Background: an optimization exercise with open tools, aiming at small area and a short achievable clock period. Do not read the settings as production practice.
In this exercise RTL edits were held to simulation tests only and were not proved equivalent to the original.
The clock input has no modelled driver; a real chip could not lean on it and would need a root buffer or a full tree.
Power and IR drop assume default switching activity.

build 34:
==> flow/design.v (excerpt) <==
module fir_filter (
    data_in, data_out, clk, rst
);
    output [17:0] data_out;
    input  [7:0]  data_in;
    input         clk, rst;
    wire [7:0] d = data_in;
    reg  [7:0]  x1n;
    reg  [7:0]  x2;
    reg  [7:0]  x3n;
    reg  [7:0]  x4;
    reg  [7:0]  x5n;
    reg  [7:0]  x6;
    reg  [7:0]  x7;
    reg  [17:0] s;
    wire p1, p2;
    fa u_p1 (.a(x2[0]), .b(x4[0]), .c(x6[0]), .s(p1), .co(p2));
    wire p3, p4;
    fa u_p3 (.a(x7[0]), .b(p1), .c(d[0]), .s(p3), .co(p4));
    wire p5, p6;
    fa u_p5 (.a(x2[1]), .b(x4[1]), .c(x6[1]), .s(p5), .co(p6));
    wire p7, p8;
    fa u_p7 (.a(x7[1]), .b(p2), .c(p5), .s(p7), .co(p8));
    wire p9, p10;
    fa u_p9 (.a(p7), .b(d[1]), .c(p4), .s(p9), .co(p10));
    wire p11, p12;
    fa u_p11 (.a(x2[2]), .b(x4[2]), .c(x6[2]), .s(p11), .co(p12));
    wire p13, p14;
    fa u_p13 (.a(x7[2]), .b(p6), .c(p11), .s(p13), .co(p14));
    wire p15, p16;
    fa u_p15 (.a(p8), .b(p13), .c(d[2]), .s(p15), .co(p16));
    wire p17, p18;
    fa u_p17 (.a(x2[3]), .b(x4[3]), .c(x6[3]), .s(p17), .co(p18));
    wire p19, p20;
    fa u_p19 (.a(x7[3]), .b(p12), .c(p17), .s(p19), .co(p20));
    wire p21, p22;
    fa u_p21 (.a(p14), .b(p19), .c(d[3]), .s(p21), .co(p22));
    wire p23, p24;
    fa u_p23 (.a(x2[4]), .b(x4[4]), .c(x6[4]), .s(p23), .co(p24));
    wire p25, p26;
    fa u_p25 (.a(x7[4]), .b(p18), .c(p23), .s(p25), .co(p26));
    wire p27, p28;
    fa u_p27 (.a(p20), .b(p25), .c(d[4]), .s(p27), .co(p28));
    wire p29, p30;
    fa u_p29 (.a(x2[5]), .b(x4[5]), .c(x6[5]), .s(p29), .co(p30));
    wire p31, p32;
    fa u_p31 (.a(x7[5]), .b(p24), .c(p29), .s(p31), .co(p32));
    wire p33, p34;
    fa u_p33 (.a(p26), .b(p31), .c(d[5]), .s(p33), .co(p34));
    wire p35, p36;
    fa u_p35 (.a(x2[6]), .b(x4[6]), .c(x6[6]), .s(p35), .co(p36));
    wire p37, p38;
    fa u_p37 (.a(x7[6]), .b(p30), .c(p35), .s(p37), .co(p38));
    wire p39, p40;
    fa u_p39 (.a(p32), .b(p37), .c(d[6]), .s(p39), .co(p40));
    wire p41, p42;
    fa u_p41 (.a(x2[7]), .b(x4[7]), .c(x6[7]), .s(p41), .co(p42));
    wire p43, p44;
    fa u_p43 (.a(x7[7]), .b(p36), .c(p41), .s(p43), .co(p44));
    wire p45, p46;
    fa u_p45 (.a(p38), .b(p43), .c(d[7]), .s(p45), .co(p46));
    wire p47, p48;
  ...
Size: ~390 cells after synthesis, roughly 28 I/O pins, about 0.0049 mm2 of cells after synthesis.
Settings: LEC_CHECK=0, CAP_MARGIN=20, CORE_MARGIN=2, CORE_UTILIZATION=65, SETUP_SLACK_MARGIN=4.1, SLEW_MARGIN=20, SYNTH_HIERARCHICAL=1; clock period 11.0 ns.
standard.sh (not shown) runs the stock make flow with config.mk's settings and CLKGATE_MAP_FILE= SYNTH_SCRIPT=/design/flow/synth_recipe.tcl, a recipe that flattens the netlist after the stock synthesis.
==> flow/flow/run.sh <==
#!/bin/bash
# Layout flow: the standard ORFS flow (standard.sh, unchanged synthesis),
# with these layout changes:
#  - ports are buffered with the smallest buffer (repair_timing upsizes the
#    ones on critical paths) instead of the delay cell buffer_ports picks;
#  - the clock tree is a root buffer and four leaf buffers (flow/cts_tree.tcl,
#    sourced before the CTS step) instead of TritonCTS's 9-buffer H-tree.
# Each tool's output is in this folder's orfs/logs; the make output is in
# flow.log.
set -euo pipefail
here=$(cd "$(dirname "$0")" && pwd)
export BUFFER_PORTS_ARGS="-buffer_cell sky130_fd_sc_hd__buf_1"
export PRE_CTS_TCL="$here/cts_tree.tcl"
export CTS_NLEAF=4
export CTS_ROOT_CELL=sky130_fd_sc_hd__clkbuf_8
export CTS_LEAF_CELL=sky130_fd_sc_hd__clkbuf_8
bash standard.sh finish > flow.log 2>&1
Other scripts of this flow, unchanged in this note and not shown: flow/flow/cts_tree.tcl
Relative to build 34, the following input files were edited for build 12:
# build 34
export LEC_CHECK = 0
export CAP_MARGIN = 20
export CORE_MARGIN = 2
export CORE_UTILIZATION = 65
export SETUP_SLACK_MARGIN = 4.1
export SLEW_MARGIN = 20
export SYNTH_HIERARCHICAL = 1
create_clock -name core_clock -period 11.0 [get_ports {clk}]
# build 12
export LEC_CHECK = 0
export CAP_MARGIN = 20
export CORE_MARGIN = 2
export CORE_UTILIZATION = 72
export SETUP_SLACK_MARGIN = 3.7
export SLEW_MARGIN = 20
export SYNTH_HIERARCHICAL = 1
create_clock -name core_clock -period 11.0 [get_ports {clk}]
==> results.txt <==
- No stage failed in build 34, and the final checks on the layout all came back clean.
- Build 12 completed every stage of the flow, and the final layout passed the timing, design-rule and antenna checks.
- Between build 12 and build 34, the difference in setup slack is negligible.
- Total power consumption of the routed design, build 12 vs build 34: down by more than 10%
- Taking build 34 as the reference, in build 12 insertion delay to the later sink of the worst-skew pair saw little to no change, buffers plus inverters on the worst setup path saw a decrease.
- Build 12 vs build 34: leakage power summed over all cells down slightly
Modified inputs, build 89 compared to build 12
# build 12
export LEC_CHECK = 0
export CAP_MARGIN = 20
export CORE_MARGIN = 2
export CORE_UTILIZATION = 72
export SETUP_SLACK_MARGIN = 3.7
export SLEW_MARGIN = 20
export SYNTH_HIERARCHICAL = 1
create_clock -name core_clock -period 11.0 [get_ports {clk}]
# build 89
export LEC_CHECK = 0
export CAP_MARGIN = 20
export CORE_MARGIN = 2
export CORE_UTILIZATION = 58
export SETUP_SLACK_MARGIN = 3.7
export SLEW_MARGIN = 20
export SYNTH_HIERARCHICAL = 1
export TNS_END_PERCENT = 0
create_clock -name core_clock -period 11.0 [get_ports {clk}]
Per the comparison of build 89 with build 12, sequential share of layout area held, power dissipated by switching net loads neither gained nor lost much. Taking build 12 as the reference, in build 89 wire length decreased 0.80%; area of combinational cells with multiple inputs essentially unchanged; worst slew slack as a fraction of its limit increased 7.7 points; final weighted congestion in routability-driven placement decreased 0.41%.
In every run of this note, the design's own scripts or RTL, not TritonCTS, make the clock network.

==> what the ideal ports hide <==
No port has a modelled driver above. Below, the same layouts with a new extraction and two added sets of constraints.
Step 1 sets driving cells, clkbuf_16 on the clock port and buf_2 on the other inputs (assumed; they add their load-dependent delay and slew).
Step 2 moves the port delays by t, midway between the first and last clock arrival at a register: inputs arrive t later, outputs are due t later. That takes back most of the time a late clock gives input paths.
Slacks: ideal ports / drivers / drivers and shift; pairs: ideal ports / drivers.
run	t, ns	setup WS [ns]	latest minus earliest clock arrival (ns)
build 34	0.363	3.783 / 3.735 / 3.735	0.017 / 0.017
build 12	0.357	3.780 / 3.730 / 3.572	0.011 / 0.011
build 89	0.360	3.789 / 3.759 / 3.671	0.014 / 0.014
After both steps setup and hold are still met in every run listed. For build 12, which loses most, drivers alone change the setup slack by -0.050 ns; drivers and shift together by -0.208 ns.
